Context: an optimization exercise on an open-source flow, tuned for small area and a short achievable clock period. The choices shown serve that exercise and are no tape-out recipe. For this run, only the layout was checked, not whether the RTL still works. Power is estimated from default activity; no workload was simulated.

==> design.v <==
module output_fifo(
  input              i_clk,
  input  [15:0]      i_we,
  input  [31:0]      i_wdata,
  output [32*16-1:0] o_taps
);
genvar i;
generate
    for (i = 0; i < 128; i = i + 1) begin : g_w
        reg [31:0] w;
    end
    for (i = 0; i < 128; i = i + 1) begin : g_sh
        if (i % 8 == 0) begin : g_wr
            always @(posedge i_clk)
                g_w[i].w <= i_we[i/8] ? i_wdata : g_w[(i+1)%128].w;
        end else begin : g_mv
            always @(posedge i_clk)
                g_w[i].w <= g_w[(i+1)%128].w;
        end
    end
    for (i = 0; i < 16; i = i + 1) begin : g_tap
        assign o_taps[32*i +: 32] = g_w[8*i+4].w;
    end
endgenerate
endmodule
module mulitiplier(
input             i_clk,
input      [31:0] i_data,
input      [31:0] i_acc,
output reg [31:0] o_r0,
output reg [31:0] o_r1,
output reg [31:0] o_r2
);
wire pp0 = i_data[0] & i_data[1];
wire pp1 = i_data[0] & i_data[2];
wire pp2 = i_data[0] & i_data[3];
wire pp3 = i_data[0] & i_data[4];
wire pp4 = i_data[0] & i_data[5];
wire pp5 = i_data[0] & i_data[6];
wire pp6 = i_data[0] & i_data[7];
wire pp7 = i_data[0] & i_data[8];
wire pp8 = i_data[0] & i_data[9];
wire pp9 = i_data[0] & i_data[10];
wire pp10 = i_data[0] & i_data[11];
wire pp11 = i_data[0] & i_data[12];
wire pp12 = i_data[0] & i_data[13];
wire pp13 = i_data[0] & i_data[14];
wire pp14 = i_data[15] & i_data[0];
wire pp15 = i_data[1] & i_data[2];
wire pp16 = i_data[1] & i_data[3];
wire pp17 = i_data[1] & i_data[4];
wire pp18 = i_data[1] & i_data[5];
wire pp19 = i_data[1] & i_data[6];
wire pp20 = i_data[1] & i_data[7];
wire pp21 = i_data[1] & i_data[8];
wire pp22 = i_data[1] & i_data[9];
wire pp23 = i_data[1] & i_data[10];
wire pp24 = i_data[1] & i_data[11];
wire pp25 = i_data[1] & i_data[12];
wire pp26 = i_data[1] & i_data[13];
wire pp27 = i_data[1] & i_data[14];
wire pp28 = i_data[15] & i_data[1];
wire pp29 = i_data[2] & i_data[3];
wire pp30 = i_data[2] & i_data[4];
wire pp31 = i_data[2] & i_data[5];
wire pp32 = i_data[2] & i_data[6];
wire pp33 = i_data[2] & i_data[7];
wire pp34 = i_data[2] & i_data[8];
wire pp35 = i_data[2] & i_data[9];
wire pp36 = i_data[2] & i_data[10];
wire pp37 = i_data[2] & i_data[11];
wire pp38 = i_data[2] & i_data[12];
wire pp39 = i_data[2] & i_data[13];
wire pp40 = i_data[2] & i_data[14];
wire pp41 = i_data[15] & i_data[2];
wire pp42 = i_data[3] & i_data[4];
wire pp43 = i_data[3] & i_data[5];
wire pp44 = i_data[3] & i_data[6];
wire pp45 = i_data[3] & i_data[7];
wire pp46 = i_data[3] & i_data[8];
wire pp47 = i_data[3] & i_data[9];
wire pp48 = i_data[3] & i_data[10];
wire pp49 = i_data[3] & i_data[11];
wire pp50 = i_data[3] & i_data[12];
wire pp51 = i_data[3] & i_data[13];
wire pp52 = i_data[3] & i_data[14];
wire pp53 = i_data[15] & i_data[3];
wire pp54 = i_data[4] & i_data[5];
wire pp55 = i_data[4] & i_data[6];
wire pp56 = i_data[4] & i_data[7];
wire pp57 = i_data[4] & i_data[8];
wire pp58 = i_data[4] & i_data[9];
wire pp59 = i_data[4] & i_data[10];
wire pp60 = i_data[4] & i_data[11];
wire pp61 = i_data[4] & i_data[12];
wire pp62 = i_data[4] & i_data[13];
wire pp63 = i_data[4] & i_data[14];
wire pp64 = i_data[15] & i_data[4];
wire pp65 = i_data[5] & i_data[6];
wire pp66 = i_data[5] & i_data[7];
wire pp67 = i_data[5] & i_data[8];
wire pp68 = i_data[5] & i_data[9];
wire pp69 = i_data[5] & i_data[10];
wire pp70 = i_data[5] & i_data[11];
wire pp71 = i_data[5] & i_data[12];
wire pp72 = i_data[5] & i_data[13];
wire pp73 = i_data[5] & i_data[14];
wire pp74 = i_data[15] & i_data[5];
wire pp75 = i_data[6] & i_data[7];
wire pp76 = i_data[6] & i_data[8];
wire pp77 = i_data[6] & i_data[9];
wire pp78 = i_data[6] & i_data[10];
wire pp79 = i_data[6] & i_data[11];
wire pp80 = i_data[6] & i_data[12];
wire pp81 = i_data[6] & i_data[13];
wire pp82 = i_data[6] & i_data[14];
wire pp83 = i_data[15] & i_data[6];
wire pp84 = i_data[7] & i_data[8];
wire pp85 = i_data[7] & i_data[9];
wire pp86 = i_data[7] & i_data[10];
wire pp87 = i_data[7] & i_data[11];
wire pp88 = i_data[7] & i_data[12];
wire pp89 = i_data[7] & i_data[13];
wire pp90 = i_data[7] & i_data[14];
wire pp91 = i_data[15] & i_data[7];
wire pp92 = i_data[8] & i_data[9];
wire pp93 = i_data[8] & i_data[10];
wire pp94 = i_data[8] & i_data[11];
wire pp95 = i_data[8] & i_data[12];
wire pp96 = i_data[8] & i_data[13];
wire pp97 = i_data[8] & i_data[14];
wire pp98 = i_data[15] & i_data[8];
wire pp99 = i_data[9] & i_data[10];
wire pp100 = i_data[9] & i_data[11];
wire pp101 = i_data[9] & i_data[12];
wire pp102 = i_data[9] & i_data[13];
wire pp103 = i_data[9] & i_data[14];
wire pp104 = i_data[15] & i_data[9];
wire pp105 = i_data[10] & i_data[11];
wire pp106 = i_data[10] & i_data[12];
wire pp107 = i_data[10] & i_data[13];
wire pp108 = i_data[10] & i_data[14];
wire pp109 = i_data[15] & i_data[10];
wire pp110 = i_data[11] & i_data[12];
wire pp111 = i_data[11] & i_data[13];
wire pp112 = i_data[11] & i_data[14];
wire pp113 = i_data[15] & i_data[11];
wire pp114 = i_data[12] & i_data[13];
wire pp115 = i_data[12] & i_data[14];
wire pp116 = i_data[15] & i_data[12];
wire pp117 = i_data[13] & i_data[14];
wire pp118 = i_data[15] & i_data[13];
wire pp119 = i_data[15] & i_data[14];
wire pp120 = i_data[16] & i_data[17];
wire pp121 = i_data[16] & i_data[18];
wire pp122 = i_data[16] & i_data[19];
wire pp123 = i_data[16] & i_data[20];
wire pp124 = i_data[16] & i_data[21];
wire pp125 = i_data[16] & i_data[22];
wire pp126 = i_data[16] & i_data[23];
wire pp127 = i_data[16] & i_data[24];
wire pp128 = i_data[16] & i_data[25];
wire pp129 = i_data[16] & i_data[26];
wire pp130 = i_data[16] & i_data[27];
wire pp131 = i_data[16] & i_data[28];
wire pp132 = i_data[16] & i_data[29];
wire pp133 = i_data[16] & i_data[30];
wire pp134 = i_data[31] & i_data[16];
wire pp135 = i_data[17] & i_data[18];
wire pp136 = i_data[17] & i_data[19];
wire pp137 = i_data[17] & i_data[20];
wire pp138 = i_data[17] & i_data[21];
wire pp139 = i_data[17] & i_data[22];
wire pp140 = i_data[17] & i_data[23];
wire pp141 = i_data[17] & i_data[24];
wire pp142 = i_data[17] & i_data[25];
wire pp143 = i_data[17] & i_data[26];
wire pp144 = i_data[17] & i_data[27];
wire pp145 = i_data[17] & i_data[28];
wire pp146 = i_data[17] & i_data[29];
wire pp147 = i_data[17] & i_data[30];
wire pp148 = i_data[31] & i_data[17];
wire pp149 = i_data[18] & i_data[19];
wire pp150 = i_data[18] & i_data[20];
wire pp151 = i_data[18] & i_data[21];
wire pp152 = i_data[18] & i_data[22];
wire pp153 = i_data[18] & i_data[23];
wire pp154 = i_data[18] & i_data[24];
wire pp155 = i_data[18] & i_data[25];
wire pp156 = i_data[18] & i_data[26];
wire pp157 = i_data[18] & i_data[27];
wire pp158 = i_data[18] & i_data[28];
wire pp159 = i_data[18] & i_data[29];
wire pp160 = i_data[18] & i_data[30];
wire pp161 = i_data[31] & i_data[18];
wire pp162 = i_data[19] & i_data[20];
wire pp163 = i_data[19] & i_data[21];
wire pp164 = i_data[19] & i_data[22];
wire pp165 = i_data[19] & i_data[23];
wire pp166 = i_data[19] & i_data[24];
wire pp167 = i_data[19] & i_data[25];
wire pp168 = i_data[19] & i_data[26];
wire pp169 = i_data[19] & i_data[27];
wire pp170 = i_data[19] & i_data[28];
wire pp171 = i_data[19] & i_data[29];
wire pp172 = i_data[19] & i_data[30];
wire pp173 = i_data[31] & i_data[19];
wire pp174 = i_data[20] & i_data[21];
wire pp175 = i_data[20] & i_data[22];
wire pp176 = i_data[20] & i_data[23];
wire pp177 = i_data[20] & i_data[24];
wire pp178 = i_data[20] & i_data[25];
wire pp179 = i_data[20] & i_data[26];
wire pp180 = i_data[20] & i_data[27];
wire pp181 = i_data[20] & i_data[28];
wire pp182 = i_data[20] & i_data[29];
wire pp183 = i_data[20] & i_data[30];
wire pp184 = i_data[31] & i_data[20];
wire pp185 = i_data[21] & i_data[22];
wire pp186 = i_data[21] & i_data[23];
wire pp187 = i_data[21] & i_data[24];
wire pp188 = i_data[21] & i_data[25];
wire pp189 = i_data[21] & i_data[26];
wire pp190 = i_data[21] & i_data[27];
wire pp191 = i_data[21] & i_data[28];
wire pp192 = i_data[21] & i_data[29];
wire pp193 = i_data[21] & i_data[30];
wire pp194 = i_data[31] & i_data[21];
wire pp195 = i_data[22] & i_data[23];
wire pp196 = i_data[22] & i_data[24];
wire pp197 = i_data[22] & i_data[25];
wire pp198 = i_data[22] & i_data[26];
wire pp199 = i_data[22] & i_data[27];
wire pp200 = i_data[22] & i_data[28];
wire pp201 = i_data[22] & i_data[29];
wire pp202 = i_data[22] & i_data[30];
wire pp203 = i_data[31] & i_data[22];
wire pp204 = i_data[23] & i_data[24];
wire pp205 = i_data[23] & i_data[25];
wire pp206 = i_data[23] & i_data[26];
wire pp207 = i_data[23] & i_data[27];
wire pp208 = i_data[23] & i_data[28];
wire pp209 = i_data[23] & i_data[29];
wire pp210 = i_data[23] & i_data[30];
wire pp211 = i_data[31] & i_data[23];
wire pp212 = i_data[24] & i_data[25];
wire pp213 = i_data[24] & i_data[26];
wire pp214 = i_data[24] & i_data[27];
wire pp215 = i_data[24] & i_data[28];
wire pp216 = i_data[24] & i_data[29];
wire pp217 = i_data[24] & i_data[30];
wire pp218 = i_data[31] & i_data[24];
wire pp219 = i_data[25] & i_data[26];
wire pp220 = i_data[25] & i_data[27];
wire pp221 = i_data[25] & i_data[28];
wire pp222 = i_data[25] & i_data[29];
wire pp223 = i_data[25] & i_data[30];
wire pp224 = i_data[31] & i_data[25];
wire pp225 = i_data[26] & i_data[27];
wire pp226 = i_data[26] & i_data[28];
wire pp227 = i_data[26] & i_data[29];
wire pp228 = i_data[26] & i_data[30];
wire pp229 = i_data[31] & i_data[26];
wire pp230 = i_data[27] & i_data[28];
wire pp231 = i_data[27] & i_data[29];
wire pp232 = i_data[27] & i_data[30];
wire pp233 = i_data[31] & i_data[27];
wire pp234 = i_data[28] & i_data[29];
wire pp235 = i_data[28] & i_data[30];
wire pp236 = i_data[31] & i_data[28];
wire pp237 = i_data[29] & i_data[30];
wire pp238 = i_data[31] & i_data[29];
wire pp239 = i_data[31] & i_data[30];
wire t1 = i_acc[10] ^ i_data[21] ^ i_data[5];
wire t2 = (i_acc[10] & i_data[21]) | (i_acc[10] & i_data[5]) | (i_data[21] & i_data[5]);
wire t3 = i_acc[11] ^ pp109;
wire t4 = i_acc[11] & pp109;
wire t5 = i_acc[12] ^ i_data[22] ^ i_data[6];
wire t6 = (i_acc[12] & i_data[22]) | (i_acc[12] & i_data[6]) | (i_data[22] & i_data[6]);
wire t7 = pp10 ^ pp113 ^ pp130;
wire t8 = (pp10 & pp113) | (pp10 & pp130) | (pp113 & pp130);
wire t9 = pp143 ^ pp155;
wire t10 = pp143 & pp155;
wire t11 = i_acc[13] ^ pp11 ^ pp116;
wire t12 = (i_acc[13] & pp11) | (i_acc[13] & pp116) | (pp11 & pp116);
wire t13 = pp131 ^ pp144 ^ pp156;
wire t14 = (pp131 & pp144) | (pp131 & pp156) | (pp144 & pp156);
wire t15 = pp167 ^ pp177;
wire t16 = pp167 & pp177;
wire t17 = i_acc[14] ^ i_data[23] ^ i_data[7];
wire t18 = (i_acc[14] & i_data[23]) | (i_acc[14] & i_data[7]) | (i_data[23] & i_data[7]);
wire t19 = pp118 ^ pp12 ^ pp132;
wire t20 = (pp118 & pp12) | (pp118 & pp132) | (pp12 & pp132);
wire t21 = pp145 ^ pp157 ^ pp168;
wire t22 = (pp145 & pp157) | (pp145 & pp168) | (pp157 & pp168);
wire t23 = pp178 ^ pp187 ^ pp195;
wire t24 = (pp178 & pp187) | (pp178 & pp195) | (pp187 & pp195);
wire t25 = pp238 ^ pp25;
wire t26 = pp238 & pp25;
wire t27 = i_acc[15] ^ pp119 ^ pp13;
wire t28 = (i_acc[15] & pp119) | (i_acc[15] & pp13) | (pp119 & pp13);
wire t29 = pp133 ^ pp146 ^ pp158;
wire t30 = (pp133 & pp146) | (pp133 & pp158) | (pp146 & pp158);
wire t31 = pp169 ^ pp179 ^ pp188;
wire t32 = (pp169 & pp179) | (pp169 & pp188) | (pp179 & pp188);
wire t33 = pp196 ^ pp239 ^ pp26;
wire t34 = (pp196 & pp239) | (pp196 & pp26) | (pp239 & pp26);
wire t35 = pp38 ^ pp49;
wire t36 = pp38 & pp49;
wire t37 = i_acc[16] ^ i_data[24] ^ i_data[8];
wire t38 = (i_acc[16] & i_data[24]) | (i_acc[16] & i_data[8]) | (i_data[24] & i_data[8]);
wire t39 = pp147 ^ pp159 ^ pp170;
wire t40 = (pp147 & pp159) | (pp147 & pp170) | (pp159 & pp170);
wire t41 = pp180 ^ pp189 ^ pp197;
wire t42 = (pp180 & pp189) | (pp180 & pp197) | (pp189 & pp197);
wire t43 = pp204 ^ pp27 ^ pp39;
wire t44 = (pp204 & pp27) | (pp204 & pp39) | (pp27 & pp39);
wire t45 = pp50 ^ pp60;
wire t46 = pp50 & pp60;
wire t47 = i_acc[17] ^ pp160 ^ pp171;
wire t48 = (i_acc[17] & pp160) | (i_acc[17] & pp171) | (pp160 & pp171);
wire t49 = pp181 ^ pp190 ^ pp198;
wire t50 = (pp181 & pp190) | (pp181 & pp198) | (pp190 & pp198);
wire t51 = pp205 ^ pp40;
wire t52 = pp205 & pp40;
wire t53 = i_acc[18] ^ i_data[25] ^ i_data[9];
wire t54 = (i_acc[18] & i_data[25]) | (i_acc[18] & i_data[9]) | (i_data[25] & i_data[9]);
wire t55 = pp172 ^ pp182 ^ pp191;
wire t56 = (pp172 & pp182) | (pp172 & pp191) | (pp182 & pp191);
wire t57 = pp199 ^ pp206;
wire t58 = pp199 & pp206;
wire t59 = i_acc[19] ^ pp183;
wire t60 = i_acc[19] & pp183;
wire t61 = i_acc[20] ^ i_data[10];
wire t62 = i_acc[20] & i_data[10];
wire t63 = i_acc[6] ^ i_data[19] ^ i_data[3];
wire t64 = (i_acc[6] & i_data[19]) | (i_acc[6] & i_data[3]) | (i_data[19] & i_data[3]);
wire t65 = i_acc[7] ^ pp125;
wire t66 = i_acc[7] & pp125;
wire t67 = i_acc[8] ^ i_data[20] ^ i_data[4];
wire t68 = (i_acc[8] & i_data[20]) | (i_acc[8] & i_data[4]) | (i_data[20] & i_data[4]);
wire t69 = pp126 ^ pp139 ^ pp151;
wire t70 = (pp126 & pp139) | (pp126 & pp151) | (pp139 & pp151);
wire t71 = pp162 ^ pp19;
wire t72 = pp162 & pp19;
wire t73 = i_acc[9] ^ pp127 ^ pp140;
wire t74 = (i_acc[9] & pp127) | (i_acc[9] & pp140) | (pp127 & pp140);
wire t75 = pp152 ^ pp163 ^ pp20;
wire t76 = (pp152 & pp163) | (pp152 & pp20) | (pp163 & pp20);
wire t77 = pp218 ^ pp32;
wire t78 = pp218 & pp32;
wire t79 = pp104 ^ pp128 ^ pp141;
wire t80 = (pp104 & pp128) | (pp104 & pp141) | (pp128 & pp141);
wire t81 = pp153 ^ pp164 ^ pp174;
wire t82 = (pp153 & pp164) | (pp153 & pp174) | (pp164 & pp174);
wire t83 = pp21 ^ pp224 ^ pp33;
wire t84 = (pp21 & pp224) | (pp21 & pp33) | (pp224 & pp33);
wire t85 = pp44 ^ pp54;
wire t86 = pp44 & pp54;
wire t87 = pp129 ^ pp142 ^ pp154;
wire t88 = (pp129 & pp142) | (pp129 & pp154) | (pp142 & pp154);
wire t89 = pp165 ^ pp175 ^ pp22;
wire t90 = (pp165 & pp175) | (pp165 & pp22) | (pp175 & pp22);
wire t91 = pp229 ^ pp34 ^ pp45;
wire t92 = (pp229 & pp34) | (pp229 & pp45) | (pp34 & pp45);
wire t93 = pp55 ^ pp9 ^ t2;
wire t94 = (pp55 & pp9) | (pp55 & t2) | (pp9 & t2);
wire t95 = pp166 ^ pp176 ^ pp185;
wire t96 = (pp166 & pp176) | (pp166 & pp185) | (pp176 & pp185);
wire t97 = pp23 ^ pp233 ^ pp35;
wire t98 = (pp23 & pp233) | (pp23 & pp35) | (pp233 & pp35);
wire t99 = pp46 ^ pp56 ^ pp65;
wire t100 = (pp46 & pp56) | (pp46 & pp65) | (pp56 & pp65);
wire t101 = t4 ^ t5 ^ t7;
wire t102 = (t4 & t5) | (t4 & t7) | (t5 & t7);
wire t103 = pp186 ^ pp236 ^ pp24;
wire t104 = (pp186 & pp236) | (pp186 & pp24) | (pp236 & pp24);
wire t105 = pp36 ^ pp47 ^ pp57;
wire t106 = (pp36 & pp47) | (pp36 & pp57) | (pp47 & pp57);
wire t107 = pp66 ^ t10 ^ t11;
wire t108 = (pp66 & t10) | (pp66 & t11) | (t10 & t11);
wire t109 = t13 ^ t15 ^ t6;
wire t110 = (t13 & t15) | (t13 & t6) | (t15 & t6);
wire t111 = pp37 ^ pp48 ^ pp58;
wire t112 = (pp37 & pp48) | (pp37 & pp58) | (pp48 & pp58);
wire t113 = pp67 ^ pp75 ^ t12;
wire t114 = (pp67 & pp75) | (pp67 & t12) | (pp75 & t12);
wire t115 = t14 ^ t16 ^ t17;
wire t116 = (t14 & t16) | (t14 & t17) | (t16 & t17);
wire t117 = t19 ^ t21 ^ t23;
wire t118 = (t19 & t21) | (t19 & t23) | (t21 & t23);
wire t119 = pp59 ^ pp68 ^ pp76;
wire t120 = (pp59 & pp68) | (pp59 & pp76) | (pp68 & pp76);
wire t121 = t18 ^ t20 ^ t22;
wire t122 = (t18 & t20) | (t18 & t22) | (t20 & t22);
wire t123 = t24 ^ t26 ^ t27;
wire t124 = (t24 & t26) | (t24 & t27) | (t26 & t27);
wire t125 = t29 ^ t31 ^ t33;
wire t126 = (t29 & t31) | (t29 & t33) | (t31 & t33);
wire t127 = pp69 ^ pp77 ^ pp84;
wire t128 = (pp69 & pp77) | (pp69 & pp84) | (pp77 & pp84);
wire t129 = t28 ^ t30 ^ t32;
wire t130 = (t28 & t30) | (t28 & t32) | (t30 & t32);
wire t131 = t34 ^ t36 ^ t37;
wire t132 = (t34 & t36) | (t34 & t37) | (t36 & t37);
wire t133 = t39 ^ t41 ^ t43;
wire t134 = (t39 & t41) | (t39 & t43) | (t41 & t43);
wire t135 = pp51 ^ pp61 ^ pp70;
wire t136 = (pp51 & pp61) | (pp51 & pp70) | (pp61 & pp70);
wire t137 = pp78 ^ pp85 ^ t38;
wire t138 = (pp78 & pp85) | (pp78 & t38) | (pp85 & t38);
wire t139 = t40 ^ t42 ^ t44;
wire t140 = (t40 & t42) | (t40 & t44) | (t42 & t44);
wire t141 = t46 ^ t47 ^ t49;
wire t142 = (t46 & t47) | (t46 & t49) | (t47 & t49);
wire t143 = pp212 ^ pp52 ^ pp62;
wire t144 = (pp212 & pp52) | (pp212 & pp62) | (pp52 & pp62);
wire t145 = pp71 ^ pp79 ^ pp86;
wire t146 = (pp71 & pp79) | (pp71 & pp86) | (pp79 & pp86);
wire t147 = pp92 ^ t48 ^ t50;
wire t148 = (pp92 & t48) | (pp92 & t50) | (t48 & t50);
wire t149 = t52 ^ t53 ^ t55;
wire t150 = (t52 & t53) | (t52 & t55) | (t53 & t55);
wire t151 = pp192 ^ pp200 ^ pp207;
wire t152 = (pp192 & pp200) | (pp192 & pp207) | (pp200 & pp207);
wire t153 = pp213 ^ pp63 ^ pp72;
wire t154 = (pp213 & pp63) | (pp213 & pp72) | (pp63 & pp72);
wire t155 = pp80 ^ pp87 ^ pp93;
wire t156 = (pp80 & pp87) | (pp80 & pp93) | (pp87 & pp93);
wire t157 = t54 ^ t56 ^ t58;
wire t158 = (t54 & t56) | (t54 & t58) | (t56 & t58);
wire t159 = i_data[26] ^ pp193 ^ pp201;
wire t160 = (i_data[26] & pp193) | (i_data[26] & pp201) | (pp193 & pp201);
wire t161 = pp208 ^ pp214 ^ pp219;
wire t162 = (pp208 & pp214) | (pp208 & pp219) | (pp214 & pp219);
wire t163 = pp73 ^ pp81 ^ pp88;
wire t164 = (pp73 & pp81) | (pp73 & pp88) | (pp81 & pp88);
wire t165 = pp94 ^ pp99 ^ t60;
wire t166 = (pp94 & pp99) | (pp94 & t60) | (pp99 & t60);
wire t167 = i_acc[21] ^ pp100 ^ pp202;
wire t168 = (i_acc[21] & pp100) | (i_acc[21] & pp202) | (pp100 & pp202);
wire t169 = pp209 ^ pp215 ^ pp220;
wire t170 = (pp209 & pp215) | (pp209 & pp220) | (pp215 & pp220);
wire t171 = pp82 ^ pp89;
wire t172 = pp82 & pp89;
wire t173 = i_acc[22] ^ i_data[11] ^ i_data[27];
wire t174 = (i_acc[22] & i_data[11]) | (i_acc[22] & i_data[27]) | (i_data[11] & i_data[27]);
wire t175 = pp101 ^ pp105 ^ pp210;
wire t176 = (pp101 & pp105) | (pp101 & pp210) | (pp105 & pp210);
wire t177 = pp216 ^ pp221;
wire t178 = pp216 & pp221;
wire t179 = i_acc[23] ^ pp102;
wire t180 = i_acc[23] & pp102;
wire t181 = i_acc[24] ^ i_data[12];
wire t182 = i_acc[24] & i_data[12];
wire t183 = i_acc[2] ^ i_data[17];
wire t184 = i_acc[2] & i_data[17];
wire t185 = i_acc[4] ^ i_data[18] ^ i_data[2];
wire t186 = (i_acc[4] & i_data[18]) | (i_acc[4] & i_data[2]) | (i_data[18] & i_data[2]);
wire t187 = pp122 ^ pp135;
wire t188 = pp122 & pp135;
wire t189 = i_acc[5] ^ pp123 ^ pp136;
wire t190 = (i_acc[5] & pp123) | (i_acc[5] & pp136) | (pp123 & pp136);
wire t191 = pp16 ^ pp184;
wire t192 = pp16 & pp184;
wire t193 = pp124 ^ pp137 ^ pp149;
wire t194 = (pp124 & pp137) | (pp124 & pp149) | (pp137 & pp149);
wire t195 = pp17 ^ pp194 ^ pp29;
wire t196 = (pp17 & pp194) | (pp17 & pp29) | (pp194 & pp29);
wire t197 = pp4 ^ pp74;
wire t198 = pp4 & pp74;
wire t199 = pp138 ^ pp150 ^ pp18;
wire t200 = (pp138 & pp150) | (pp138 & pp18) | (pp150 & pp18);
wire t201 = pp203 ^ pp30 ^ pp5;
wire t202 = (pp203 & pp30) | (pp203 & pp5) | (pp30 & pp5);
wire t203 = pp83 ^ t64 ^ t65;
wire t204 = (pp83 & t64) | (pp83 & t65) | (t64 & t65);
wire t205 = pp211 ^ pp31 ^ pp42;
wire t206 = (pp211 & pp31) | (pp211 & pp42) | (pp31 & pp42);
wire t207 = pp6 ^ pp91 ^ t66;
wire t208 = (pp6 & pp91) | (pp6 & t66) | (pp91 & t66);
wire t209 = t67 ^ t69 ^ t71;
wire t210 = (t67 & t69) | (t67 & t71) | (t69 & t71);
wire t211 = pp43 ^ pp7 ^ pp98;
wire t212 = (pp43 & pp7) | (pp43 & pp98) | (pp7 & pp98);
wire t213 = t68 ^ t70 ^ t72;
wire t214 = (t68 & t70) | (t68 & t72) | (t70 & t72);
wire t215 = t73 ^ t75 ^ t77;
wire t216 = (t73 & t75) | (t73 & t77) | (t75 & t77);
wire t217 = pp8 ^ t1 ^ t74;
wire t218 = (pp8 & t1) | (pp8 & t74) | (t1 & t74);
wire t219 = t76 ^ t78 ^ t79;
wire t220 = (t76 & t78) | (t76 & t79) | (t78 & t79);
wire t221 = t81 ^ t83 ^ t85;
wire t222 = (t81 & t83) | (t81 & t85) | (t83 & t85);
wire t223 = t3 ^ t80 ^ t82;
wire t224 = (t3 & t80) | (t3 & t82) | (t80 & t82);
wire t225 = t84 ^ t86 ^ t87;
wire t226 = (t84 & t86) | (t84 & t87) | (t86 & t87);
wire t227 = t89 ^ t91 ^ t93;
wire t228 = (t89 & t91) | (t89 & t93) | (t91 & t93);
wire t229 = t88 ^ t9 ^ t90;
wire t230 = (t88 & t9) | (t88 & t90) | (t9 & t90);
wire t231 = t92 ^ t95 ^ t97;
wire t232 = (t92 & t95) | (t92 & t97) | (t95 & t97);
wire t233 = t99 ^ t101 ^ t94;
wire t234 = (t99 & t101) | (t99 & t94) | (t101 & t94);
wire t235 = t100 ^ t103 ^ t105;
wire t236 = (t100 & t103) | (t100 & t105) | (t103 & t105);
wire t237 = t8 ^ t96 ^ t98;
wire t238 = (t8 & t96) | (t8 & t98) | (t96 & t98);
wire t239 = t102 ^ t107 ^ t109;
wire t240 = (t102 & t107) | (t102 & t109) | (t107 & t109);
wire t241 = t104 ^ t106 ^ t111;
wire t242 = (t104 & t106) | (t104 & t111) | (t106 & t111);
wire t243 = t25 ^ t108 ^ t110;
wire t244 = (t25 & t108) | (t25 & t110) | (t108 & t110);
wire t245 = t113 ^ t115 ^ t117;
wire t246 = (t113 & t115) | (t113 & t117) | (t115 & t117);
wire t247 = t112 ^ t119 ^ t35;
wire t248 = (t112 & t119) | (t112 & t35) | (t119 & t35);
wire t249 = t114 ^ t116 ^ t118;
wire t250 = (t114 & t116) | (t114 & t118) | (t116 & t118);
wire t251 = t121 ^ t123 ^ t125;
wire t252 = (t121 & t123) | (t121 & t125) | (t123 & t125);
wire t253 = t120 ^ t127 ^ t45;
wire t254 = (t120 & t127) | (t120 & t45) | (t127 & t45);
wire t255 = t122 ^ t124 ^ t126;
wire t256 = (t122 & t124) | (t122 & t126) | (t124 & t126);
wire t257 = t129 ^ t131 ^ t133;
wire t258 = (t129 & t131) | (t129 & t133) | (t131 & t133);
wire t259 = t128 ^ t135 ^ t51;
wire t260 = (t128 & t135) | (t128 & t51) | (t135 & t51);
wire t261 = t130 ^ t132 ^ t134;
wire t262 = (t130 & t132) | (t130 & t134) | (t132 & t134);
wire t263 = t137 ^ t139 ^ t141;
wire t264 = (t137 & t139) | (t137 & t141) | (t139 & t141);
wire t265 = t136 ^ t143 ^ t145;
wire t266 = (t136 & t143) | (t136 & t145) | (t143 & t145);
wire t267 = t57 ^ t138 ^ t140;
wire t268 = (t57 & t138) | (t57 & t140) | (t138 & t140);
wire t269 = t142 ^ t147 ^ t149;
wire t270 = (t142 & t147) | (t142 & t149) | (t147 & t149);
wire t271 = t144 ^ t146 ^ t151;
wire t272 = (t144 & t146) | (t144 & t151) | (t146 & t151);
wire t273 = t153 ^ t155 ^ t59;
wire t274 = (t153 & t155) | (t153 & t59) | (t155 & t59);
wire t275 = t148 ^ t150 ^ t157;
wire t276 = (t148 & t150) | (t148 & t157) | (t150 & t157);
wire t277 = t152 ^ t154 ^ t156;
wire t278 = (t152 & t154) | (t152 & t156) | (t154 & t156);
wire t279 = t159 ^ t161 ^ t163;
wire t280 = (t159 & t161) | (t159 & t163) | (t161 & t163);
wire t281 = t61 ^ t158 ^ t165;
wire t282 = (t61 & t158) | (t61 & t165) | (t158 & t165);
wire t283 = pp95 ^ t160 ^ t162;
wire t284 = (pp95 & t160) | (pp95 & t162) | (t160 & t162);
wire t285 = t164 ^ t167 ^ t169;
wire t286 = (t164 & t167) | (t164 & t169) | (t167 & t169);
wire t287 = t171 ^ t62 ^ t166;
wire t288 = (t171 & t62) | (t171 & t166) | (t62 & t166);
wire t289 = pp225 ^ pp90 ^ pp96;
wire t290 = (pp225 & pp90) | (pp225 & pp96) | (pp90 & pp96);
wire t291 = t168 ^ t170 ^ t172;
wire t292 = (t168 & t170) | (t168 & t172) | (t170 & t172);
wire t293 = t173 ^ t175 ^ t177;
wire t294 = (t173 & t175) | (t173 & t177) | (t175 & t177);
wire t295 = pp106 ^ pp217 ^ pp222;
wire t296 = (pp106 & pp217) | (pp106 & pp222) | (pp217 & pp222);
wire t297 = pp226 ^ pp97 ^ t174;
wire t298 = (pp226 & pp97) | (pp226 & t174) | (pp97 & t174);
wire t299 = t176 ^ t178 ^ t179;
wire t300 = (t176 & t178) | (t176 & t179) | (t178 & t179);
wire t301 = i_data[28] ^ pp103 ^ pp107;
wire t302 = (i_data[28] & pp103) | (i_data[28] & pp107) | (pp103 & pp107);
wire t303 = pp110 ^ pp223 ^ pp227;
wire t304 = (pp110 & pp223) | (pp110 & pp227) | (pp223 & pp227);
wire t305 = pp230 ^ t180 ^ t181;
wire t306 = (pp230 & t180) | (pp230 & t181) | (t180 & t181);
wire t307 = i_acc[25] ^ pp108 ^ pp111;
wire t308 = (i_acc[25] & pp108) | (i_acc[25] & pp111) | (pp108 & pp111);
wire t309 = pp228 ^ pp231;
wire t310 = pp228 & pp231;
wire t311 = i_acc[26] ^ i_data[13] ^ i_data[29];
wire t312 = (i_acc[26] & i_data[13]) | (i_acc[26] & i_data[29]) | (i_data[13] & i_data[29]);
wire t313 = pp112 ^ pp114;
wire t314 = pp112 & pp114;
wire t315 = i_acc[0] ^ i_data[0];
wire t316 = i_acc[0] & i_data[0];
wire t317 = i_data[1] ^ pp0 ^ pp120;
wire t318 = (i_data[1] & pp0) | (i_data[1] & pp120) | (pp0 & pp120);
wire t319 = i_acc[3] ^ pp1 ^ pp121;
wire t320 = (i_acc[3] & pp1) | (i_acc[3] & pp121) | (pp1 & pp121);
wire t321 = pp161 ^ pp41;
wire t322 = pp161 & pp41;
wire t323 = pp15 ^ pp173 ^ pp2;
wire t324 = (pp15 & pp173) | (pp15 & pp2) | (pp173 & pp2);
wire t325 = pp53 ^ t185 ^ t187;
wire t326 = (pp53 & t185) | (pp53 & t187) | (t185 & t187);
wire t327 = pp3 ^ pp64 ^ t186;
wire t328 = (pp3 & pp64) | (pp3 & t186) | (pp64 & t186);
wire t329 = t188 ^ t189 ^ t191;
wire t330 = (t188 & t189) | (t188 & t191) | (t189 & t191);
wire t331 = t190 ^ t192 ^ t193;
wire t332 = (t190 & t192) | (t190 & t193) | (t192 & t193);
wire t333 = t195 ^ t197 ^ t63;
wire t334 = (t195 & t197) | (t195 & t63) | (t197 & t63);
wire t335 = t194 ^ t196 ^ t198;
wire t336 = (t194 & t196) | (t194 & t198) | (t196 & t198);
wire t337 = t199 ^ t201 ^ t203;
wire t338 = (t199 & t201) | (t199 & t203) | (t201 & t203);
wire t339 = t200 ^ t202 ^ t205;
wire t340 = (t200 & t202) | (t200 & t205) | (t202 & t205);
wire t341 = t204 ^ t207 ^ t209;
wire t342 = (t204 & t207) | (t204 & t209) | (t207 & t209);
wire t343 = t206 ^ t211 ^ t208;
wire t344 = (t206 & t211) | (t206 & t208) | (t211 & t208);
wire t345 = t210 ^ t213 ^ t215;
wire t346 = (t210 & t213) | (t210 & t215) | (t213 & t215);
wire t347 = t212 ^ t214 ^ t216;
wire t348 = (t212 & t214) | (t212 & t216) | (t214 & t216);
wire t349 = t217 ^ t219 ^ t221;
wire t350 = (t217 & t219) | (t217 & t221) | (t219 & t221);
wire t351 = t218 ^ t220 ^ t222;
wire t352 = (t218 & t220) | (t218 & t222) | (t220 & t222);
wire t353 = t223 ^ t225 ^ t227;
wire t354 = (t223 & t225) | (t223 & t227) | (t225 & t227);
wire t355 = t224 ^ t226 ^ t229;
wire t356 = (t224 & t226) | (t224 & t229) | (t226 & t229);
wire t357 = t231 ^ t228 ^ t233;
wire t358 = (t231 & t228) | (t231 & t233) | (t228 & t233);
wire t359 = t230 ^ t232 ^ t235;
wire t360 = (t230 & t232) | (t230 & t235) | (t232 & t235);
wire t361 = t237 ^ t234 ^ t239;
wire t362 = (t237 & t234) | (t237 & t239) | (t234 & t239);
wire t363 = t236 ^ t238 ^ t241;
wire t364 = (t236 & t238) | (t236 & t241) | (t238 & t241);
wire t365 = t240 ^ t243 ^ t245;
wire t366 = (t240 & t243) | (t240 & t245) | (t243 & t245);
wire t367 = t242 ^ t247 ^ t244;
wire t368 = (t242 & t247) | (t242 & t244) | (t247 & t244);
wire t369 = t246 ^ t249 ^ t251;
wire t370 = (t246 & t249) | (t246 & t251) | (t249 & t251);
wire t371 = t248 ^ t253 ^ t250;
wire t372 = (t248 & t253) | (t248 & t250) | (t253 & t250);
wire t373 = t252 ^ t255 ^ t257;
wire t374 = (t252 & t255) | (t252 & t257) | (t255 & t257);
wire t375 = t254 ^ t259 ^ t256;
wire t376 = (t254 & t259) | (t254 & t256) | (t259 & t256);
wire t377 = t258 ^ t261 ^ t263;
wire t378 = (t258 & t261) | (t258 & t263) | (t261 & t263);
wire t379 = t260 ^ t265 ^ t262;
wire t380 = (t260 & t265) | (t260 & t262) | (t265 & t262);
wire t381 = t264 ^ t267 ^ t269;
wire t382 = (t264 & t267) | (t264 & t269) | (t267 & t269);
wire t383 = t266 ^ t271 ^ t273;
wire t384 = (t266 & t271) | (t266 & t273) | (t271 & t273);
wire t385 = t268 ^ t270 ^ t275;
wire t386 = (t268 & t270) | (t268 & t275) | (t270 & t275);
wire t387 = t272 ^ t274 ^ t277;
wire t388 = (t272 & t274) | (t272 & t277) | (t274 & t277);
wire t389 = t279 ^ t276 ^ t281;
wire t390 = (t279 & t276) | (t279 & t281) | (t276 & t281);
wire t391 = t278 ^ t280 ^ t283;
wire t392 = (t278 & t280) | (t278 & t283) | (t280 & t283);
wire t393 = t285 ^ t282 ^ t287;
wire t394 = (t285 & t282) | (t285 & t287) | (t282 & t287);
wire t395 = t289 ^ t284 ^ t286;
wire t396 = (t289 & t284) | (t289 & t286) | (t284 & t286);
wire t397 = t291 ^ t293 ^ t288;
wire t398 = (t291 & t293) | (t291 & t288) | (t293 & t288);
wire t399 = t290 ^ t295 ^ t292;
wire t400 = (t290 & t295) | (t290 & t292) | (t295 & t292);
wire t401 = t294 ^ t297 ^ t299;
wire t402 = (t294 & t297) | (t294 & t299) | (t297 & t299);
wire t403 = t296 ^ t301 ^ t303;
wire t404 = (t296 & t301) | (t296 & t303) | (t301 & t303);
wire t405 = t298 ^ t300 ^ t305;
wire t406 = (t298 & t300) | (t298 & t305) | (t300 & t305);
wire t407 = t182 ^ t302 ^ t304;
wire t408 = (t182 & t302) | (t182 & t304) | (t302 & t304);
wire t409 = t307 ^ t309 ^ t306;
wire t410 = (t307 & t309) | (t307 & t306) | (t309 & t306);
wire t411 = pp232 ^ pp234 ^ t308;
wire t412 = (pp232 & pp234) | (pp232 & t308) | (pp234 & t308);
wire t413 = t310 ^ t311 ^ t313;
wire t414 = (t310 & t311) | (t310 & t313) | (t311 & t313);
wire t415 = i_acc[27] ^ pp115 ^ pp235;
wire t416 = (i_acc[27] & pp115) | (i_acc[27] & pp235) | (pp115 & pp235);
wire t417 = t312 ^ t314;
wire t418 = t312 & t314;
wire t419 = i_acc[28] ^ i_data[14] ^ i_data[30];
wire t420 = (i_acc[28] & i_data[14]) | (i_acc[28] & i_data[30]) | (i_data[14] & i_data[30]);
wire t421 = pp117 ^ pp237;
wire t422 = pp117 & pp237;
wire t423 = i_data[15] ^ i_data[16];
wire t424 = i_data[15] & i_data[16];
wire t425 = i_acc[1] ^ pp134 ^ pp14;
wire t426 = (i_acc[1] & pp134) | (i_acc[1] & pp14) | (pp134 & pp14);
wire t427 = pp148 ^ pp28 ^ t183;
wire t428 = (pp148 & pp28) | (pp148 & t183) | (pp28 & t183);
wire t429 = t184 ^ t318 ^ t319;
wire t430 = (t184 & t318) | (t184 & t319) | (t318 & t319);
wire t431 = t320 ^ t322 ^ t323;
wire t432 = (t320 & t322) | (t320 & t323) | (t322 & t323);
wire t433 = t324 ^ t326 ^ t327;
wire t434 = (t324 & t326) | (t324 & t327) | (t326 & t327);
wire t435 = t328 ^ t330 ^ t331;
wire t436 = (t328 & t330) | (t328 & t331) | (t330 & t331);
wire t437 = t332 ^ t334 ^ t335;
wire t438 = (t332 & t334) | (t332 & t335) | (t334 & t335);
wire t439 = t336 ^ t339 ^ t338;
wire t440 = (t336 & t339) | (t336 & t338) | (t339 & t338);
wire t441 = t340 ^ t342 ^ t343;
wire t442 = (t340 & t342) | (t340 & t343) | (t342 & t343);
wire t443 = t344 ^ t346 ^ t347;
wire t444 = (t344 & t346) | (t344 & t347) | (t346 & t347);
wire t445 = t348 ^ t350 ^ t351;
wire t446 = (t348 & t350) | (t348 & t351) | (t350 & t351);
wire t447 = t352 ^ t355 ^ t354;
wire t448 = (t352 & t355) | (t352 & t354) | (t355 & t354);
wire t449 = t356 ^ t359 ^ t358;
wire t450 = (t356 & t359) | (t356 & t358) | (t359 & t358);
wire t451 = t360 ^ t363 ^ t362;
wire t452 = (t360 & t363) | (t360 & t362) | (t363 & t362);
wire t453 = t364 ^ t366 ^ t367;
wire t454 = (t364 & t366) | (t364 & t367) | (t366 & t367);
wire t455 = t368 ^ t370 ^ t371;
wire t456 = (t368 & t370) | (t368 & t371) | (t370 & t371);
wire t457 = t372 ^ t374 ^ t375;
wire t458 = (t372 & t374) | (t372 & t375) | (t374 & t375);
wire t459 = t376 ^ t378 ^ t379;
wire t460 = (t376 & t378) | (t376 & t379) | (t378 & t379);
wire t461 = t383 ^ t380 ^ t382;
wire t462 = (t383 & t380) | (t383 & t382) | (t380 & t382);
wire t463 = t384 ^ t387 ^ t386;
wire t464 = (t384 & t387) | (t384 & t386) | (t387 & t386);
wire t465 = t388 ^ t391 ^ t390;
wire t466 = (t388 & t391) | (t388 & t390) | (t391 & t390);
wire t467 = t392 ^ t395 ^ t394;
wire t468 = (t392 & t395) | (t392 & t394) | (t395 & t394);
wire t469 = t396 ^ t399 ^ t401;
wire t470 = (t396 & t399) | (t396 & t401) | (t399 & t401);
wire t471 = t403 ^ t400 ^ t402;
wire t472 = (t403 & t400) | (t403 & t402) | (t400 & t402);
wire t473 = t404 ^ t407 ^ t406;
wire t474 = (t404 & t407) | (t404 & t406) | (t407 & t406);
wire t475 = t408 ^ t411 ^ t413;
wire t476 = (t408 & t411) | (t408 & t413) | (t411 & t413);
wire t477 = t415 ^ t412 ^ t414;
wire t478 = (t415 & t412) | (t415 & t414) | (t412 & t414);
wire t479 = t416 ^ t419 ^ t421;
wire t480 = (t416 & t419) | (t416 & t421) | (t419 & t421);
wire t481 = i_acc[29] ^ t420;
wire t482 = i_acc[29] & t420;
always @(posedge i_clk) begin
    o_r0 <= {i_acc[31], t482, t480, t478, t476, t474, t472, t470, t468, t466, t464, t462, t460, t458, t456, t454, t452, t450, t448, t446, t444, t442, t440, t438, t436, t434, t432, t430, t428, t426, t424, t423};
    o_r1 <= {1'b0, i_acc[30], t481, t479, t477, t475, t473, t471, t469, t467, t465, t463, t461, t459, t457, t455, t453, t451, t449, t447, t445, t443, t441, t439, t437, t435, t433, t431, t429, t427, t425, i_data[31]};
    o_r2 <= {1'b0, 1'b0, t422, t418, t417, t410, t409, t405, t398, t397, t393, t389, t385, t381, t377, t373, t369, t365, t361, t357, t353, t349, t345, t341, t337, t333, t329, t325, t321, t317, t316, t315};
end
endmodule
module output_ctrl(
input         i_clk,
input         i_rst_n,
input         i_in_v,
input         i_busy,
output        o_fire,
output [3:0]  o_oj,
input  [29:0] i_rd,
input         i_cap,
input  [29:0] i_sum,
output [31:0] o_data,
output reg    o_data_valid,
input         i_data_ready
);
reg  [8:0]  nin;                
reg         act;                
reg  [6:0]  rc;                 
reg  [6:0]  ooff;               
reg         fe;                 
reg  [29:0] od;
wire        xfer = o_data_valid & i_data_ready & ~fe;    
assign      o_fire = act & ~o_data_valid & ~fe & ~i_busy & (ooff[2:0] == 3'd0);
assign      o_oj   = ooff[6:3];
always @(posedge i_clk) begin
    if (!i_rst_n) begin
        nin          <= 9'd0;
        act          <= 1'b0;
        rc           <= 7'd0;
        ooff         <= 7'd123;
        fe           <= 1'b0;
        o_data_valid <= 1'b0;
    end else begin
        if (i_in_v)
            nin <= nin + 9'd1;
        fe <= o_fire;
        if (fe)
            o_data_valid <= 1'b1;
        else if (xfer) begin
            o_data_valid <= 1'b0;
            rc <= rc + 7'd1;
            if (rc == 7'd127)
                act <= 1'b0;
        end
        if (!xfer)
            ooff <= ooff - 7'd1;
        if (i_in_v & (nin == 9'd511)) begin
            act          <= 1'b1;
            o_data_valid <= 1'b1;
        end
    end
    od <= fe ? i_rd : i_cap ? i_sum : od;
end
assign o_data = {od[29], od[29], od};
endmodule
module fft_computer(
input        i_clk,
input        i_rst_n,
input        i_data_valid,
input [31:0] i_data,
output       o_data_ready,
output       o_data_valid,
output [31:0]o_data,
input        i_data_ready
);
assign o_data_ready = 1'b1;
reg [31:0] dl [0:7];
reg [7:0]  dv;
reg [8:0]  pc;                  
reg [6:0]  off;                 
wire       take = (|dv) & (off[2:0] == 3'd0);
wire [7:0] old;                 
genvar k;
generate
    for (k = 0; k < 8; k = k + 1) begin : g_old
        if (k == 7) begin : g_top
            assign old[k] = dv[k];
        end else begin : g_low
            assign old[k] = dv[k] & ~(|dv[7:k+1]);
        end
    end
endgenerate
reg [31:0] psel;
integer m;
always @(*) begin
    psel = 32'd0;
    for (m = 0; m < 8; m = m + 1)
        psel = psel | (dl[m] & {32{old[m]}});
end
wire [8:0] pc_n  = take ? pc + 9'd1 : pc;
wire [6:0] off_n = take ? off : off - 7'd1;
wire       busy  = (off_n[2:0] == 3'd0) & (pc_n[8:7] != 2'd0);    
wire       fire;                
wire [3:0] oj;                  
reg        go1, cap1, racc;
reg [3:0]  j1;
reg [15:0] rsel;                
reg [31:0] pd;
always @(posedge i_clk) begin
    dl[0] <= {i_data[31], i_data[30:16] ^ {15{i_data[31]}},
              i_data[15], i_data[14:0]  ^ {15{i_data[15]}}};
    for (m = 1; m < 8; m = m + 1)
        dl[m] <= dl[m-1];
    if (!i_rst_n) begin
        dv   <= 8'd0;
        pc   <= 9'd0;
        off  <= 7'd124;
        go1  <= 1'b0;
        cap1 <= 1'b0;
        racc <= 1'b0;
        rsel <= 16'd0;
    end else begin
        dv <= {dv[6:0] & ~(old[6:0] & {7{take}}), i_data_valid};
        pc   <= pc_n;
        off  <= off_n;
        go1  <= take;
        cap1 <= take & (pc == 9'd384);
        racc <= busy;
        rsel <= busy ? (16'd1 << off_n[6:3]) : fire ? (16'd1 << oj) : 16'd0;
    end
    j1 <= off[6:3];
    pd <= psel;
end
wire [32*16-1:0] rtap;           
reg  [31:0]      rdm;
always @(*) begin
    rdm = 32'd0;
    for (m = 0; m < 16; m = m + 1)
        rdm = rdm | (rtap[32*m +: 32] & {32{rsel[m]}});
end
reg  [31:0]      rd;             
always @(posedge i_clk)
    rd <= rdm & {32{racc}};
wire [31:0] pr0, pr1, pr2;      
mulitiplier mult (
    .i_clk(i_clk),
    .i_data(pd),
    .i_acc(rd),
    .o_r0(pr0),
    .o_r1(pr1),
    .o_r2(pr2)
);
wire [31:0] cx = pr0 ^ pr1 ^ pr2;
wire [31:0] cy = {(pr0[30:0] & pr1[30:0]) | (pr0[30:0] & pr2[30:0]) | (pr1[30:0] & pr2[30:0]), 1'b0};
wire [15:0] slo_w;
wire        c16_w;
adder16 add_lo (
    .i_a(cx[15:0]),
    .i_b(cy[15:0]),
    .i_c(1'b0),
    .o_s(slo_w),
    .o_c(c16_w)
);
reg        go2, go3, cap2, cap3;
reg [3:0]  j2, j3;
reg [15:0] slo, xhi, yhi;
reg        c16;
always @(posedge i_clk) begin
    go2  <= i_rst_n & go1;
    cap2 <= i_rst_n & cap1;
    j2   <= j1;
    go3  <= i_rst_n & go2;
    cap3 <= i_rst_n & cap2;
    j3   <= j2;
    slo  <= slo_w;
    c16  <= c16_w;
    xhi  <= cx[31:16];
    yhi  <= cy[31:16];
end
wire [15:0] shi;
adder16 add_hi (
    .i_a(xhi),
    .i_b(yhi),
    .i_c(c16),
    .o_s(shi),
    .o_c()
);
wire [31:0] sum = {shi, slo};
wire [15:0] we = go3 ? (16'd1 << j3) : 16'd0;
output_fifo ring (
    .i_clk(i_clk),
    .i_we(we),
    .i_wdata(sum),
    .o_taps(rtap)
);
output_ctrl ctrl (
    .i_clk(i_clk),
    .i_rst_n(i_rst_n),
    .i_in_v(dv[0]),
    .i_busy(busy),
    .o_fire(fire),
    .o_oj(oj),
    .i_rd(rdm[31:2]),
    .i_cap(cap3),
    .i_sum(sum[31:2]),
    .o_data(o_data),
    .o_data_valid(o_data_valid),
    .i_data_ready(i_data_ready)
);
endmodule
module adder16(
input  [15:0] i_a,
input  [15:0] i_b,
input         i_c,
output [15:0] o_s,
output        o_c
);
wire [15:0] g [0:4];
wire [15:0] p [0:4];
wire [15:0] h = i_a ^ i_b;
assign g[0] = (i_a & i_b) | {15'd0, h[0] & i_c};
assign p[0] = h;
genvar l, i;
generate
    for (l = 0; l < 4; l = l + 1) begin : g_lvl
        for (i = 0; i < 16; i = i + 1) begin : g_bit
            if (i >= (1 << l)) begin : g_op
                assign g[l+1][i] = g[l][i] | (p[l][i] & g[l][i-(1<<l)]);
                assign p[l+1][i] = p[l][i] & p[l][i-(1<<l)];
            end else begin : g_pass
                assign g[l+1][i] = g[l][i];
                assign p[l+1][i] = p[l][i];
            end
        end
    end
endgenerate
assign o_s = h ^ {g[4][14:0], i_c};
assign o_c = g[4][15];
endmodule
==> flow/run.sh <==
#!/bin/bash
# The standard layout, except that the port buffers are buf_2 cells rather
# than the delay cells buffer_ports picks by default.  Every port still gets
# its buffer.  make's full output goes to flow.log; ORFS keeps each step's log
# under orfs/logs/.
set -euo pipefail
export BUFFER_PORTS_ARGS="-buffer_cell sky130_fd_sc_hd__buf_2"
bash ./standard.sh > flow.log 2>&1
==> standard.sh <==
#!/bin/bash
# synth_recipe.tcl (not shown) runs the flow's synth.tcl, then flattens the netlist and writes it again
# the make line also repeats each setting of config.mk as NAME=value (left out here)
make -C /OpenROAD-flow-scripts/flow DESIGN_CONFIG=/design/flow/config.mk WORK_HOME=/design/flow/orfs CLKGATE_MAP_FILE= SYNTH_SCRIPT=/design/flow/synth_recipe.tcl "${@:-finish}"
==> config.mk <==
export PLATFORM = sky130hd
export DESIGN_NAME = fft_computer
export DESIGN_NICKNAME = fft_computer
export VERILOG_FILES = /design/flow/design.v
export SDC_FILE = /design/flow/constraint.sdc
export NUM_CORES = 4
export LEC_CHECK = 0
export CAP_MARGIN = 20
export CORE_MARGIN = 2
export CORE_UTILIZATION = 75
export CTS_CLUSTER_DIAMETER = 80
export CTS_CLUSTER_SIZE = 22
export SLEW_MARGIN = 20
==> constraint.sdc <==
create_clock -name core_clock -period 10.0 [get_ports {i_clk}]
set_input_delay 2.0000 -clock core_clock [delete_from_list [all_inputs] [get_ports {i_clk}]]
set_output_delay 2.0000 -clock core_clock [all_outputs]
set_load 0.01 [all_outputs]
==> impl_metrics.toml <==
[sta]
rsz0062_at_grt = "false"
period_minus_slack_ns = 3.721
slew_headroom = 0.1511
hold_viol = 0
slew_violations = 0
fin_crit_sh = 0.3721
fmax_ghz = 0.2687
skew_ns = 0.07349
whs_ns = 0.2756
worstMarginPinSlew_ns = 1.273
tns_ns = 0
finalSetupViolations = 0

[placement]
gp_congestion = 0.8761
placed_area_sq_um = 119200
hpwl_microns = 154900
io_buffers = 68

[route]
vias = 60018
avgViaCountPerCell = 5.762
wl_microns = 287100
drt-wirelength-per-cell_microns = 27.56
drtAntennaViolNets = 0
drt_first_pass_iters = 8
drt_iter0_markers = 5669
drc = 0

[critical_path]
arrival_ns = 4.43
cpMaxStageDelayCell = "dfxtp_1"
path_delay_family = "adder cells"
cp_common_cell = "fa_1"
crit_path_end_kind = "flop"
critPathBufInv = 3
required_ns = 10.71
path_cells = "nand2_1 -> fa_1 -> inv_1 -> fa_1 -> fa_1 -> inv_1 -> fa_1 -> inv_1 -> fa_1"
path_class = "reg -> reg"
worstPathMaxFanout = 16
r2r_slack_ns = 6.28
cp-start-kind = "flop"
critical_path.max_stage_delay_ns = 0.83

[clock_tree]
clk_latency_ns = 0.89
cts_buffers = 232
cts_tree = "done"
cts.htree.levels = 4
clk_root_buffer_cell = "clkbuf_16"
cts.reportedPaths.clkPinSlew_ns = 0.09
clock-sinks = 4673
cts_setup_buffers = 0
cts_resized = 0
clock_path_buffers = 3
hold_buffers = 0

[finish]
drive_gt1_frac = 0.06349
area_growth_pct = 7.613
multi_input_area_sq_um = 20890
nets = 8672
n_fill_cell = 7356
final_area_sq_um = 125600
regArea_sq_um = 93880

[synth]
synthMuxAreaShare = 0.007001
synthCells = 8276
ys_seq_area_frac = 0.8042
synth_adder_area_share = 0.04908
synthTopCellsByCount = "4,643 x dfxtp_1, 1,165 x nand2_1, 295 x clkbuf_1, 256 x inv_1, 243 x fa_1"
synthArstFlopShare = 0
syn_avg_cell_area_sq_um = 14.10
yosys.cell_count.top_type = "dfxtp_1"
synth-seq-cells = 4673
synth_top_area_frac = 0.7965
synth_edf_count = 30
synthFlopType = "dfxtp_1"
synth-simple-area-share = 0.06524
synth.area.top_cells = "dfxtp_1 80%, fa_1 4.2%, nand2_1 3.7%"
syn_area_sq_um = 116700
synth_top_family_by_area = "simple AND/OR/NAND/NOR gates"
yosysTopAreaCell = "dfxtp_1"
synth_cell_types = 75
synthXorXnorAreaFrac = 0.006079
synth_compound_area_frac = 0.04902
ys_warn_count = 6
syn-num-nets = 8624

[global_route]
antenna_found_initial = 21
grt_use_total = 0.3630
grt_start_max_net_pins = 70
grt_pass1_vias = 62325
gr-total-overflow = 0
grt_pass1_wl_microns = 414800

[flow_run]
max_cap_viol_count = 0

[floorplanning]
core_sq_um = 154200
num_rows = 144
boundaryPins = 70
die_w_microns = 398.5
die_h_microns = 398.5
start_util = 0.7567
dieArea_sq_um = 158800

[power_and_ir_drop]
ir_drop_mv = 0.1892
p_total_uw = 30670
leakagePower_uw = 0.05153
power.density_nw_per_um2 = 244.2

[run_status]
status = "timing/DRC/antenna clean"

[worst_hold_path]
min_path_type = "reg -> reg"
## layout make-up
cell class	instances	share of cell area
clock buffer	258	0.04767
antenna	10	0.0001993
sequential	4673	0.7475
inverter	256	0.007651
clock inverter	15	0.002541
timing repair buffer	152	0.007731
multi-input combinational	3009	0.1663
tap	2044	0.02036
## layout by cell type, fill, tap and decap left out, types with 30 or more instances in the layout
cell type	n
and2_1	156
a21oi_1	59
nand2_1	1153
fa_1	243
nor2b_1	47
buf_4	84
a221oi_1	66
mux2_2	49
xnor2_1	37
inv_1	256
clkbuf_16	235
o31ai_1	35
o21ai_0	185
a22oi_1	156
nor2_1	148
xor2_1	44
dfxtp_1	4624
nand3_1	85
a22o_1	66
ha_1	69
edfxtp_1	30
buf_2	68
a221o_1	96
nor3_1	40
## sequential cells by signal, summed over array words and instances (netlist names), 30 cells and up
signal      flops
ring.g_w.w   4096
dl            256
mult.o_r0      32
pd             32
rd             32
mult.o_r1      31
ctrl.od        30
mult.o_r2      30
## path summary, 6_finish.rpt
kind	start	to	depth (start not counted)
worst min-delay path	ring.g_w[45].w[15]$_DFF_P_	ring.g_w[44].w[15]$_DFF_P_	0
worst min register to register	ring.g_w[45].w[15]$_DFF_P_	ring.g_w[44].w[15]$_DFF_P_	0
worst max register to register	pd[28]$_DFF_P_	mult.o_r1[18]$_DFF_P_	9
worst max-delay path	pd[28]$_DFF_P_	mult.o_r1[18]$_DFF_P_	9
## where the power goes
part / internal [uW] / switching, uW / leakage [uW]
clock: 4270 / 5660 / 0.00307
combinational: 443 / 858 / 0.0107
sequential: 19000 / 470 / 0.0378
## metal layers
metal	vias to the layer above	GRT usage	routed length, microns
met5	-	0	51
met4	8	0.1491	12440
met3	628	0.06167	21400
met1	30383	0.4938	117300
met2	2570	0.5858	135900
li1	26429	-	-
## through the flow
| stage | cells | setup WS [ns] | utilization |
|---|---|---|---|
| 5_1_grt | 10407 | 6.117 | 0.8141 |
| 3_5_place_dp | 10134 | 6.192 | 0.7732 |
| 4_1_cts | 10407 | 6.309 | 0.8141 |
| 2_1_floorplan | 8276 | 6.737 | - |
| 6_report | 10417 | 6.279 | 0.8143 |
| 3_3_place_gp | 10134 | 6.247 | 0.7732 |
## cells by family after synthesis
| family | Yosys count |
|---|---|
| AO/OA/AOI/OAI | 778 |
| multiplexers | 75 |
| adder cells (fa/ha/maj) | 312 |
| flip-flops | 4673 |
| AND/OR/NAND/NOR | 1762 |
| buffers and inverters | 594 |
| XOR/XNOR | 81 |
| other | 1 |

-- port drivers added, routing unchanged --
How much do the figures lean on ideal ports? The routed layout below was timed once more, with nothing changed but the port constraints.
Step 1 (the two cells are an assumption about what drives the block):
set clk [get_ports {i_clk}]
set_driving_cell -lib_cell sky130_fd_sc_hd__clkbuf_16 $clk
set_driving_cell -lib_cell sky130_fd_sc_hd__buf_2 [delete_from_list [all_inputs] $clk]
Step 2 times the ports against the registers' clock, not the clock port: input delays grow and output delays shrink by t, the midpoint of the rising clock arrivals with the driver on.
Three values: ideal ports, drivers, drivers and shift; two values: the first two.
t, ns: 0.931
setup slack, ns: 6.279 / 6.279 / 6.188
worst register clock-pin slew, ns: 0.10 / 0.10
pins driven straight from the clock port: 1
After both steps setup and hold are still met in this run. The setup slack of this run moves by 0.000 ns with the drivers and by -0.091 ns with both steps.
